From an optimization exercise on the open Yosys and OpenROAD flow, aimed at small area and a short achievable clock period; shortcuts taken in it are not production practice.
Function was checked by simulation only, so behaviour that the tests miss may differ from the original.

==> inputs of run C <==
Design j17_core, start of the top module:
module j17_core (
  input         clk,
  input         rst,
  input  [31:0] instr,
  input  [17:0] sw,
  input         btn,
  output [31:0] pc,
  output [31:0] result,
  output [6:0]  display1,
  output [6:0]  display2,
  output [6:0]  display3
);
export LEC_CHECK = 0
export ABC_AREA = 1
export CAP_MARGIN = 10
export CORE_MARGIN = 2
export CORE_UTILIZATION = 40
export CTS_BUF_LIST = sky130_fd_sc_hd__clkbuf_8
export PLACE_DENSITY = 0.6
export SLEW_MARGIN = 10
create_clock -name core_clock -period 120.0 [get_ports {clk}]
standard.sh (not shown) runs the stock make flow with config.mk's settings and CLKGATE_MAP_FILE= SYNTH_SCRIPT=/design/flow/synth_recipe.tcl, a recipe that flattens the netlist after the stock synthesis.
==> flow/flow/run.sh <==
#!/bin/bash
set -uo pipefail
bash standard.sh SETUP_SLACK_MARGIN=40 SETUP_MOVE_SEQUENCE=sizeup SKIP_PIN_SWAP=1 \
  SKIP_GATE_CLONING=1 BUFFER_PORTS_ARGS="-buffer_cell sky130_fd_sc_hd__buf_2" finish > flow_make.log 2>&1
status=$?
tail -n 40 flow_make.log
exit $status
==> run B: changes against run C <==
--- a/flow/design.v
+++ b/flow/design.v
@@ -277,13 +277,16 @@
   wire c30_2 = gg30_2_1 & hz2[30];
   wire c30_3 = gg30_3_1 & hz3[30];
   wire u30_3 = div ? c30_3 : (b[31] & b[30]);
   wire u30_2 = div ? (c30_2 & ~c30_3) : (b[31] & ~b[30]);
   wire u30_1 = div ? (c30_1 & ~c30_2) : (~b[31] & b[30]);
   assign q[31] = c30_2; assign q[30] = c30_3 | (c30_1 & ~c30_2);
-  wire [31:0] r30 = {(u30_3 ? s30_3 : u30_2 ? s30_2 : u30_1 ? s30_1 : r32[31:30]), r32[29:0]};
+  wire h30 = div ? c30_2 : b[31];
+  wire l30_3 = div ? c30_3 : b[30];
+  wire l30_1 = div ? c30_1 : b[30];
+  wire [31:0] r30 = {(h30 ? (l30_3 ? s30_3 : s30_2) : (l30_1 ? s30_1 : r32[31:30])), r32[29:0]};
   wire [4:0] g28_1_0, p28_1_0;
   assign g28_1_0[0] = div; assign p28_1_0[0] = 1'b0;
   assign g28_1_0[4:1] = r30[31:28] & x1[3:0];
   assign p28_1_0[4:1] = r30[31:28] ^ x1[3:0];
   wire gg28_1_0 = g28_1_0[1] | (p28_1_0[1] & g28_1_0[0]);
   wire pp28_1_0 = p28_1_0[1] & p28_1_0[0];
@@ -336,13 +339,16 @@
   wire c28_2 = gg28_2_3 & hz2[28];
   wire c28_3 = gg28_3_3 & hz3[28];
   wire u28_3 = div ? c28_3 : (b[29] & b[28]);
   wire u28_2 = div ? (c28_2 & ~c28_3) : (b[29] & ~b[28]);
   wire u28_1 = div ? (c28_1 & ~c28_2) : (~b[29] & b[28]);
   assign q[29] = c28_2; assign q[28] = c28_3 | (c28_1 & ~c28_2);
-  wire [31:0] r28 = {(u28_3 ? s28_3 : u28_2 ? s28_2 : u28_1 ? s28_1 : r30[31:28]), r30[27:0]};
+  wire h28 = div ? c28_2 : b[29];
+  wire l28_3 = div ? c28_3 : b[28];
+  wire l28_1 = div ? c28_1 : b[28];
+  wire [31:0] r28 = {(h28 ? (l28_3 ? s28_3 : s28_2) : (l28_1 ? s28_1 : r30[31:28])), r30[27:0]};
   wire [6:0] g26_1_0, p26_1_0;
   assign g26_1_0[0] = div; assign p26_1_0[0] = 1'b0;
   assign g26_1_0[6:1] = r28[31:26] & x1[5:0];
   assign p26_1_0[6:1] = r28[31:26] ^ x1[5:0];
   wire bg26_1_1_2 = g26_1_0[2] | (p26_1_0[2] & g26_1_0[1]);
   wire bp26_1_1_2 = p26_1_0[2] & p26_1_0[1];
@@ -425,13 +431,16 @@
   wire c26_2 = gg26_2_1 & hz2[26];
   wire c26_3 = gg26_3_1 & hz3[26];
   wire u26_3 = div ? c26_3 : (b[27] & b[26]);
   wire u26_2 = div ? (c26_2 & ~c26_3) : (b[27] & ~b[26]);
   wire u26_1 = div ? (c26_1 & ~c26_2) : (~b[27] & b[26]);
   assign q[27] = c26_2; assign q[26] = c26_3 | (c26_1 & ~c26_2);
-  wire [31:0] r26 = {(u26_3 ? s26_3 : u26_2 ? s26_2 : u26_1 ? s26_1 : r28[31:26]), r28[25:0]};
+  wire h26 = div ? c26_2 : b[27];
+  wire l26_3 = div ? c26_3 : b[26];
+  wire l26_1 = div ? c26_1 : b[26];
+  wire [31:0] r26 = {(h26 ? (l26_3 ? s26_3 : s26_2) : (l26_1 ? s26_1 : r28[31:26])), r28[25:0]};
   wire [8:0] g24_1_0, p24_1_0;
   assign g24_1_0[0] = div; assign p24_1_0[0] = 1'b0;
   assign g24_1_0[8:1] = r26[31:24] & x1[7:0];
   assign p24_1_0[8:1] = r26[31:24] ^ x1[7:0];
   wire bg24_1_1_2 = g24_1_0[2] | (p24_1_0[2] & g24_1_0[1]);
   wire bp24_1_1_2 = p24_1_0[2] & p24_1_0[1];
@@ -538,13 +547,16 @@
   wire c24_2 = gg24_2_1 & hz2[24];
   wire c24_3 = gg24_3_1 & hz3[24];
   wire u24_3 = div ? c24_3 : (b[25] & b[24]);
   wire u24_2 = div ? (c24_2 & ~c24_3) : (b[25] & ~b[24]);
   wire u24_1 = div ? (c24_1 & ~c24_2) : (~b[25] & b[24]);
   assign q[25] = c24_2; assign q[24] = c24_3 | (c24_1 & ~c24_2);
-  wire [31:0] r24 = {(u24_3 ? s24_3 : u24_2 ? s24_2 : u24_1 ? s24_1 : r26[31:24]), r26[23:0]};
+  wire h24 = div ? c24_2 : b[25];
+  wire l24_3 = div ? c24_3 : b[24];
+  wire l24_1 = div ? c24_1 : b[24];
+  wire [31:0] r24 = {(h24 ? (l24_3 ? s24_3 : s24_2) : (l24_1 ? s24_1 : r26[31:24])), r26[23:0]};
   wire [10:0] g22_1_0, p22_1_0;
   assign g22_1_0[0] = div; assign p22_1_0[0] = 1'b0;
   assign g22_1_0[10:1] = r24[31:22] & x1[9:0];
   assign p22_1_0[10:1] = r24[31:22] ^ x1[9:0];
   wire bg22_1_1_2 = g22_1_0[2] | (p22_1_0[2] & g22_1_0[1]);
   wire bp22_1_1_2 = p22_1_0[2] & p22_1_0[1];
@@ -678,13 +690,16 @@
   wire c22_2 = gg22_2_3 & hz2[22];
   wire c22_3 = gg22_3_3 & hz3[22];
   wire u22_3 = div ? c22_3 : (b[23] & b[22]);
   wire u22_2 = div ? (c22_2 & ~c22_3) : (b[23] & ~b[22]);
   wire u22_1 = div ? (c22_1 & ~c22_2) : (~b[23] & b[22]);
   assign q[23] = c22_2; assign q[22] = c22_3 | (c22_1 & ~c22_2);
-  wire [31:0] r22 = {(u22_3 ? s22_3 : u22_2 ? s22_2 : u22_1 ? s22_1 : r24[31:22]), r24[21:0]};
+  wire h22 = div ? c22_2 : b[23];
+  wire l22_3 = div ? c22_3 : b[22];
+  wire l22_1 = div ? c22_1 : b[22];
+  wire [31:0] r22 = {(h22 ? (l22_3 ? s22_3 : s22_2) : (l22_1 ? s22_1 : r24[31:22])), r24[21:0]};
   wire [12:0] g20_1_0, p20_1_0;
   assign g20_1_0[0] = div; assign p20_1_0[0] = 1'b0;
   assign g20_1_0[12:1] = r22[31:20] & x1[11:0];
   assign p20_1_0[12:1] = r22[31:20] ^ x1[11:0];
   wire bg20_1_1_2 = g20_1_0[2] | (p20_1_0[2] & g20_1_0[1]);
   wire bp20_1_1_2 = p20_1_0[2] & p20_1_0[1];
@@ -842,13 +857,16 @@
   wire c20_2 = gg20_2_3 & hz2[20];
   wire c20_3 = gg20_3_3 & hz3[20];
   wire u20_3 = div ? c20_3 : (b[21] & b[20]);
   wire u20_2 = div ? (c20_2 & ~c20_3) : (b[21] & ~b[20]);
   wire u20_1 = div ? (c20_1 & ~c20_2) : (~b[21] & b[20]);
   assign q[21] = c20_2; assign q[20] = c20_3 | (c20_1 & ~c20_2);
-  wire [31:0] r20 = {(u20_3 ? s20_3 : u20_2 ? s20_2 : u20_1 ? s20_1 : r22[31:20]), r22[19:0]};
+  wire h20 = div ? c20_2 : b[21];
+  wire l20_3 = div ? c20_3 : b[20];
+  wire l20_1 = div ? c20_1 : b[20];
+  wire [31:0] r20 = {(h20 ? (l20_3 ? s20_3 : s20_2) : (l20_1 ? s20_1 : r22[31:20])), r22[19:0]};
   wire [14:0] g18_1_0, p18_1_0;
   assign g18_1_0[0] = div; assign p18_1_0[0] = 1'b0;
   assign g18_1_0[14:1] = r20[31:18] & x1[13:0];
   assign p18_1_0[14:1] = r20[31:18] ^ x1[13:0];
   wire bg18_1_1_2 = g18_1_0[2] | (p18_1_0[2] & g18_1_0[1]);
   wire bp18_1_1_2 = p18_1_0[2] & p18_1_0[1];
@@ -1027,13 +1045,16 @@
   wire c18_2 = gg18_2_4 & hz2[18];
   wire c18_3 = gg18_3_4 & hz3[18];
   wire u18_3 = div ? c18_3 : (b[19] & b[18]);
   wire u18_2 = div ? (c18_2 & ~c18_3) : (b[19] & ~b[18]);
   wire u18_1 = div ? (c18_1 & ~c18_2) : (~b[19] & b[18]);
   assign q[19] = c18_2; assign q[18] = c18_3 | (c18_1 & ~c18_2);
-  wire [31:0] r18 = {(u18_3 ? s18_3 : u18_2 ? s18_2 : u18_1 ? s18_1 : r20[31:18]), r20[17:0]};
+  wire h18 = div ? c18_2 : b[19];
+  wire l18_3 = div ? c18_3 : b[18];
+  wire l18_1 = div ? c18_1 : b[18];
+  wire [31:0] r18 = {(h18 ? (l18_3 ? s18_3 : s18_2) : (l18_1 ? s18_1 : r20[31:18])), r20[17:0]};
   wire [16:0] g16_1_0, p16_1_0;
   assign g16_1_0[0] = div; assign p16_1_0[0] = 1'b0;
   assign g16_1_0[16:1] = r18[31:16] & x1[15:0];
   assign p16_1_0[16:1] = r18[31:16] ^ x1[15:0];
   wire bg16_1_1_2 = g16_1_0[2] | (p16_1_0[2] & g16_1_0[1]);
   wire bp16_1_1_2 = p16_1_0[2] & p16_1_0[1];
@@ -1236,13 +1257,16 @@
   wire c16_2 = gg16_2_4 & hz2[16];
   wire c16_3 = gg16_3_4 & hz3[16];
   wire u16_3 = div ? c16_3 : (b[17] & b[16]);
   wire u16_2 = div ? (c16_2 & ~c16_3) : (b[17] & ~b[16]);
   wire u16_1 = div ? (c16_1 & ~c16_2) : (~b[17] & b[16]);
   assign q[17] = c16_2; assign q[16] = c16_3 | (c16_1 & ~c16_2);
-  wire [31:0] r16 = {(u16_3 ? s16_3 : u16_2 ? s16_2 : u16_1 ? s16_1 : r18[31:16]), r18[15:0]};
+  wire h16 = div ? c16_2 : b[17];
+  wire l16_3 = div ? c16_3 : b[16];
+  wire l16_1 = div ? c16_1 : b[16];
+  wire [31:0] r16 = {(h16 ? (l16_3 ? s16_3 : s16_2) : (l16_1 ? s16_1 : r18[31:16])), r18[15:0]};
   wire [18:0] g14_1_0, p14_1_0;
   assign g14_1_0[0] = div; assign p14_1_0[0] = 1'b0;
   assign g14_1_0[18:1] = r16[31:14] & x1[17:0];
   assign p14_1_0[18:1] = r16[31:14] ^ x1[17:0];
   wire bg14_1_1_2 = g14_1_0[2] | (p14_1_0[2] & g14_1_0[1]);
   wire bp14_1_1_2 = p14_1_0[2] & p14_1_0[1];
@@ -1472,13 +1496,16 @@
   wire c14_2 = gg14_2_6 & hz2[14];
   wire c14_3 = gg14_3_6 & hz3[14];
   wire u14_3 = div ? c14_3 : (b[15] & b[14]);
   wire u14_2 = div ? (c14_2 & ~c14_3) : (b[15] & ~b[14]);
   wire u14_1 = div ? (c14_1 & ~c14_2) : (~b[15] & b[14]);
   assign q[15] = c14_2; assign q[14] = c14_3 | (c14_1 & ~c14_2);
-  wire [31:0] r14 = {(u14_3 ? s14_3 : u14_2 ? s14_2 : u14_1 ? s14_1 : r16[31:14]), r16[13:0]};
+  wire h14 = div ? c14_2 : b[15];
+  wire l14_3 = div ? c14_3 : b[14];
+  wire l14_1 = div ? c14_1 : b[14];
+  wire [31:0] r14 = {(h14 ? (l14_3 ? s14_3 : s14_2) : (l14_1 ? s14_1 : r16[31:14])), r16[13:0]};
   wire [20:0] g12_1_0, p12_1_0;
   assign g12_1_0[0] = div; assign p12_1_0[0] = 1'b0;
   assign g12_1_0[20:1] = r14[31:12] & x1[19:0];
   assign p12_1_0[20:1] = r14[31:12] ^ x1[19:0];
   wire bg12_1_1_2 = g12_1_0[2] | (p12_1_0[2] & g12_1_0[1]);
   wire bp12_1_1_2 = p12_1_0[2] & p12_1_0[1];
@@ -1732,13 +1759,16 @@
   wire c12_2 = gg12_2_6 & hz2[12];
   wire c12_3 = gg12_3_6 & hz3[12];
   wire u12_3 = div ? c12_3 : (b[13] & b[12]);
   wire u12_2 = div ? (c12_2 & ~c12_3) : (b[13] & ~b[12]);
   wire u12_1 = div ? (c12_1 & ~c12_2) : (~b[13] & b[12]);
   assign q[13] = c12_2; assign q[12] = c12_3 | (c12_1 & ~c12_2);
-  wire [31:0] r12 = {(u12_3 ? s12_3 : u12_2 ? s12_2 : u12_1 ? s12_1 : r14[31:12]), r14[11:0]};
+  wire h12 = div ? c12_2 : b[13];
+  wire l12_3 = div ? c12_3 : b[12];
+  wire l12_1 = div ? c12_1 : b[12];
+  wire [31:0] r12 = {(h12 ? (l12_3 ? s12_3 : s12_2) : (l12_1 ? s12_1 : r14[31:12])), r14[11:0]};
   wire [22:0] g10_1_0, p10_1_0;
   assign g10_1_0[0] = div; assign p10_1_0[0] = 1'b0;
   assign g10_1_0[22:1] = r12[31:10] & x1[21:0];
   assign p10_1_0[22:1] = r12[31:10] ^ x1[21:0];
   wire bg10_1_1_2 = g10_1_0[2] | (p10_1_0[2] & g10_1_0[1]);
   wire bp10_1_1_2 = p10_1_0[2] & p10_1_0[1];
@@ -2019,13 +2049,16 @@
   wire c10_2 = gg10_2_8 & hz2[10];
   wire c10_3 = gg10_3_8 & hz3[10];
   wire u10_3 = div ? c10_3 : (b[11] & b[10]);
   wire u10_2 = div ? (c10_2 & ~c10_3) : (b[11] & ~b[10]);
   wire u10_1 = div ? (c10_1 & ~c10_2) : (~b[11] & b[10]);
   assign q[11] = c10_2; assign q[10] = c10_3 | (c10_1 & ~c10_2);
-  wire [31:0] r10 = {(u10_3 ? s10_3 : u10_2 ? s10_2 : u10_1 ? s10_1 : r12[31:10]), r12[9:0]};
+  wire h10 = div ? c10_2 : b[11];
+  wire l10_3 = div ? c10_3 : b[10];
+  wire l10_1 = div ? c10_1 : b[10];
+  wire [31:0] r10 = {(h10 ? (l10_3 ? s10_3 : s10_2) : (l10_1 ? s10_1 : r12[31:10])), r12[9:0]};
   wire [24:0] g8_1_0, p8_1_0;
   assign g8_1_0[0] = div; assign p8_1_0[0] = 1'b0;
   assign g8_1_0[24:1] = r10[31:8] & x1[23:0];
   assign p8_1_0[24:1] = r10[31:8] ^ x1[23:0];
   wire bg8_1_1_2 = g8_1_0[2] | (p8_1_0[2] & g8_1_0[1]);
   wire bp8_1_1_2 = p8_1_0[2] & p8_1_0[1];
@@ -2330,13 +2363,16 @@
   wire c8_2 = gg8_2_8 & hz2[8];
   wire c8_3 = gg8_3_8 & hz3[8];
   wire u8_3 = div ? c8_3 : (b[9] & b[8]);
   wire u8_2 = div ? (c8_2 & ~c8_3) : (b[9] & ~b[8]);
   wire u8_1 = div ? (c8_1 & ~c8_2) : (~b[9] & b[8]);
   assign q[9] = c8_2; assign q[8] = c8_3 | (c8_1 & ~c8_2);
-  wire [31:0] r8 = {(u8_3 ? s8_3 : u8_2 ? s8_2 : u8_1 ? s8_1 : r10[31:8]), r10[7:0]};
+  wire h8 = div ? c8_2 : b[9];
+  wire l8_3 = div ? c8_3 : b[8];
+  wire l8_1 = div ? c8_1 : b[8];
+  wire [31:0] r8 = {(h8 ? (l8_3 ? s8_3 : s8_2) : (l8_1 ? s8_1 : r10[31:8])), r10[7:0]};
   wire [26:0] g6_1_0, p6_1_0;
   assign g6_1_0[0] = div; assign p6_1_0[0] = 1'b0;
   assign g6_1_0[26:1] = r8[31:6] & x1[25:0];
   assign p6_1_0[26:1] = r8[31:6] ^ x1[25:0];
   wire bg6_1_1_2 = g6_1_0[2] | (p6_1_0[2] & g6_1_0[1]);
   wire bp6_1_1_2 = p6_1_0[2] & p6_1_0[1];
@@ -2674,13 +2710,16 @@
   wire c6_2 = gg6_2_11 & hz2[6];
   wire c6_3 = gg6_3_11 & hz3[6];
   wire u6_3 = div ? c6_3 : (b[7] & b[6]);
   wire u6_2 = div ? (c6_2 & ~c6_3) : (b[7] & ~b[6]);
   wire u6_1 = div ? (c6_1 & ~c6_2) : (~b[7] & b[6]);
   assign q[7] = c6_2; assign q[6] = c6_3 | (c6_1 & ~c6_2);
-  wire [31:0] r6 = {(u6_3 ? s6_3 : u6_2 ? s6_2 : u6_1 ? s6_1 : r8[31:6]), r8[5:0]};
+  wire h6 = div ? c6_2 : b[7];
+  wire l6_3 = div ? c6_3 : b[6];
+  wire l6_1 = div ? c6_1 : b[6];
+  wire [31:0] r6 = {(h6 ? (l6_3 ? s6_3 : s6_2) : (l6_1 ? s6_1 : r8[31:6])), r8[5:0]};
   wire [28:0] g4_1_0, p4_1_0;
   assign g4_1_0[0] = div; assign p4_1_0[0] = 1'b0;
   assign g4_1_0[28:1] = r6[31:4] & x1[27:0];
   assign p4_1_0[28:1] = r6[31:4] ^ x1[27:0];
   wire bg4_1_1_2 = g4_1_0[2] | (p4_1_0[2] & g4_1_0[1]);
   wire bp4_1_1_2 = p4_1_0[2] & p4_1_0[1];
@@ -3042,13 +3081,16 @@
   wire c4_2 = gg4_2_11 & hz2[4];
   wire c4_3 = gg4_3_11 & hz3[4];
   wire u4_3 = div ? c4_3 : (b[5] & b[4]);
   wire u4_2 = div ? (c4_2 & ~c4_3) : (b[5] & ~b[4]);
   wire u4_1 = div ? (c4_1 & ~c4_2) : (~b[5] & b[4]);
   assign q[5] = c4_2; assign q[4] = c4_3 | (c4_1 & ~c4_2);
-  wire [31:0] r4 = {(u4_3 ? s4_3 : u4_2 ? s4_2 : u4_1 ? s4_1 : r6[31:4]), r6[3:0]};
+  wire h4 = div ? c4_2 : b[5];
+  wire l4_3 = div ? c4_3 : b[4];
+  wire l4_1 = div ? c4_1 : b[4];
+  wire [31:0] r4 = {(h4 ? (l4_3 ? s4_3 : s4_2) : (l4_1 ? s4_1 : r6[31:4])), r6[3:0]};
   wire [30:0] g2_1_0, p2_1_0;
   assign g2_1_0[0] = div; assign p2_1_0[0] = 1'b0;
   assign g2_1_0[30:1] = r4[31:2] & x1[29:0];
   assign p2_1_0[30:1] = r4[31:2] ^ x1[29:0];
   wire bg2_1_1_2 = g2_1_0[2] | (p2_1_0[2] & g2_1_0[1]);
   wire bp2_1_1_2 = p2_1_0[2] & p2_1_0[1];
@@ -3431,13 +3473,16 @@
   wire c2_2 = gg2_2_12 & hz2[2];
   wire c2_3 = gg2_3_12 & hz3[2];
   wire u2_3 = div ? c2_3 : (b[3] & b[2]);
   wire u2_2 = div ? (c2_2 & ~c2_3) : (b[3] & ~b[2]);
   wire u2_1 = div ? (c2_1 & ~c2_2) : (~b[3] & b[2]);
   assign q[3] = c2_2; assign q[2] = c2_3 | (c2_1 & ~c2_2);
-  wire [31:0] r2 = {(u2_3 ? s2_3 : u2_2 ? s2_2 : u2_1 ? s2_1 : r4[31:2]), r4[1:0]};
+  wire h2 = div ? c2_2 : b[3];
+  wire l2_3 = div ? c2_3 : b[2];
+  wire l2_1 = div ? c2_1 : b[2];
+  wire [31:0] r2 = {(h2 ? (l2_3 ? s2_3 : s2_2) : (l2_1 ? s2_1 : r4[31:2])), r4[1:0]};
   wire [32:0] g0_1_0, p0_1_0;
   assign g0_1_0[0] = div; assign p0_1_0[0] = 1'b0;
   assign g0_1_0[32:1] = r2[31:0] & x1[31:0];
   assign p0_1_0[32:1] = r2[31:0] ^ x1[31:0];
   wire bg0_1_1_2 = g0_1_0[2] | (p0_1_0[2] & g0_1_0[1]);
   wire bp0_1_1_2 = p0_1_0[2] & p0_1_0[1];
@@ -3844,13 +3889,16 @@
   wire c0_2 = gg0_2_12 & hz2[0];
   wire c0_3 = gg0_3_12 & hz3[0];
   wire u0_3 = div ? c0_3 : (b[1] & b[0]);
   wire u0_2 = div ? (c0_2 & ~c0_3) : (b[1] & ~b[0]);
   wire u0_1 = div ? (c0_1 & ~c0_2) : (~b[1] & b[0]);
   assign q[1] = c0_2; assign q[0] = c0_3 | (c0_1 & ~c0_2);
-  wire [31:0] r0 = (u0_3 ? s0_3 : u0_2 ? s0_2 : u0_1 ? s0_1 : r2[31:0]);
+  wire h0 = div ? c0_2 : b[1];
+  wire l0_3 = div ? c0_3 : b[0];
+  wire l0_1 = div ? c0_1 : b[0];
+  wire [31:0] r0 = (h0 ? (l0_3 ? s0_3 : s0_2) : (l0_1 ? s0_1 : r2[31:0]));
   assign acc = r0;
 endmodule
 module j17_core (
   input         clk,
   input         rst,
   input  [31:0] instr,
==> flow/flow/run.sh (replaced) <==
#!/bin/bash
set -uo pipefail
bash standard.sh SETUP_SLACK_MARGIN=43 SETUP_MOVE_SEQUENCE=sizeup SKIP_PIN_SWAP=1 \
  SKIP_GATE_CLONING=1 BUFFER_PORTS_ARGS="-buffer_cell sky130_fd_sc_hd__buf_2" finish > flow_make.log 2>&1
status=$?
tail -n 40 flow_make.log
exit $status
==> run X: changes against run C <==
==> flow/config.mk (replaced) <==
export PLATFORM = sky130hd
export DESIGN_NAME = j17_core
export DESIGN_NICKNAME = j17_core
export VERILOG_FILES = /design/flow/design.v
export SDC_FILE = /design/flow/constraint.sdc
export NUM_CORES = 4
export LEC_CHECK = 0
export ABC_AREA = 1
export CAP_MARGIN = 20
export CORE_MARGIN = 2
export CORE_UTILIZATION = 40
export CTS_BUF_LIST = sky130_fd_sc_hd__clkbuf_8
export PLACE_DENSITY = 0.6
export SLEW_MARGIN = 20
==> comparison <==
- Run B ran to the end with no violations. Run X finished with timing, DRC and antenna clean. Run C finished with timing, DRC and antenna clean.
- The highest maximum frequency belongs to run B, the lowest to run X.
- Between run C and run X, the lower clock-buffer cell count is in run X (gap 7).
- Hold slack, lowest first: run C, run X, run B.
- In synthesized cell count, run C and run X do not differ.
- Worst setup slack: run B > run C > run X.
- Between run C and run B, the lower sequential share of layout area is in run B (gap 0.20 points).
- The highest non-clock buffer count belongs to run X, the lowest to run B.
- Against run C, the clock skew of run B is higher by 42 ps.
==> figures <==
| item | run B | run X | run C |
|---|---|---|---|
| Worst max-slew margin expressed relative to the limit | 4.73% | 17.8% | 12.7% |
| R2r worst-path depth | 276 | 303 | 296 |
| Critical path endpoint | D8[27] | D7[19] | D9[1] |
| Multi-input gate count | 7753 | 7568 | 7568 |
| Number of buffers and inverters on the critical path | 46 | 56 | 46 |
| Diodes inserted | 7 | 16 | 16 |
| Area of the multi-input gates | 58200 µm² | 57200 µm² | 57200 µm² |
| Multi-input gate share of total cell area | 65.1% | 64.7% | 64.6% |
| Highest fanout seen on the critical path | 42 | 32 | 35 |
| Delay of the slowest cell on the worst path | 770 ps | 800 ps | 690 ps |
| Sequential portion of the cell area | 20.0% | 20.2% | 20.1% |
| Area delta synth->final | 11.2% | 11.6% | 11.8% |
| Result of the run | finished clean | finished clean | finished clean |
| Number of antenna violations at the first check in global routing | 13 | 27 | 26 |
| Number of DRC violations after detailed-routing iteration 0 | 10700 | 10700 | 10900 |
| Share of final-layout standard cells stronger than drive strength 1 | 13.0% | 13.3% | 13.6% |
| Tapcells | 2656 | 2640 | 2640 |
| Required @ worst endpoint | 120640 ps | 120590 ps | 120500 ps |
| First-pass iteration count of the detailed router | 8 | 8 | 9 |

## afterwards: timing with drivers on the ports
The flow's constraints put no driver on any port. The routed layouts listed below were extracted and timed again, unchanged, in two steps.
Step 1 assumes that a clkbuf_16 drives the clock port and a buf_2 every other input.
Step 2 also shifts input and output timing later by t, the mid clock arrival at the registers, as if the neighbouring blocks saw the same clock.
a / b / c = ideal / step 1 / step 2; a / b = the first two.
run | t (ns) | slack for setup (ns) | clock arrival spread, ns
run C | 0.875 | 42.997 / 42.904 / 42.029 | 0.055 / 0.055
run B | 0.906 | 45.768 / 45.803 / 44.897 | 0.097 / 0.097
run X | 0.885 | 42.957 / 42.925 / 42.039 | 0.102 / 0.101
After both steps setup and hold are still met in every run listed. For run C, which loses most, drivers alone change the setup slack by -0.093 ns; drivers and shift together by -0.968 ns.
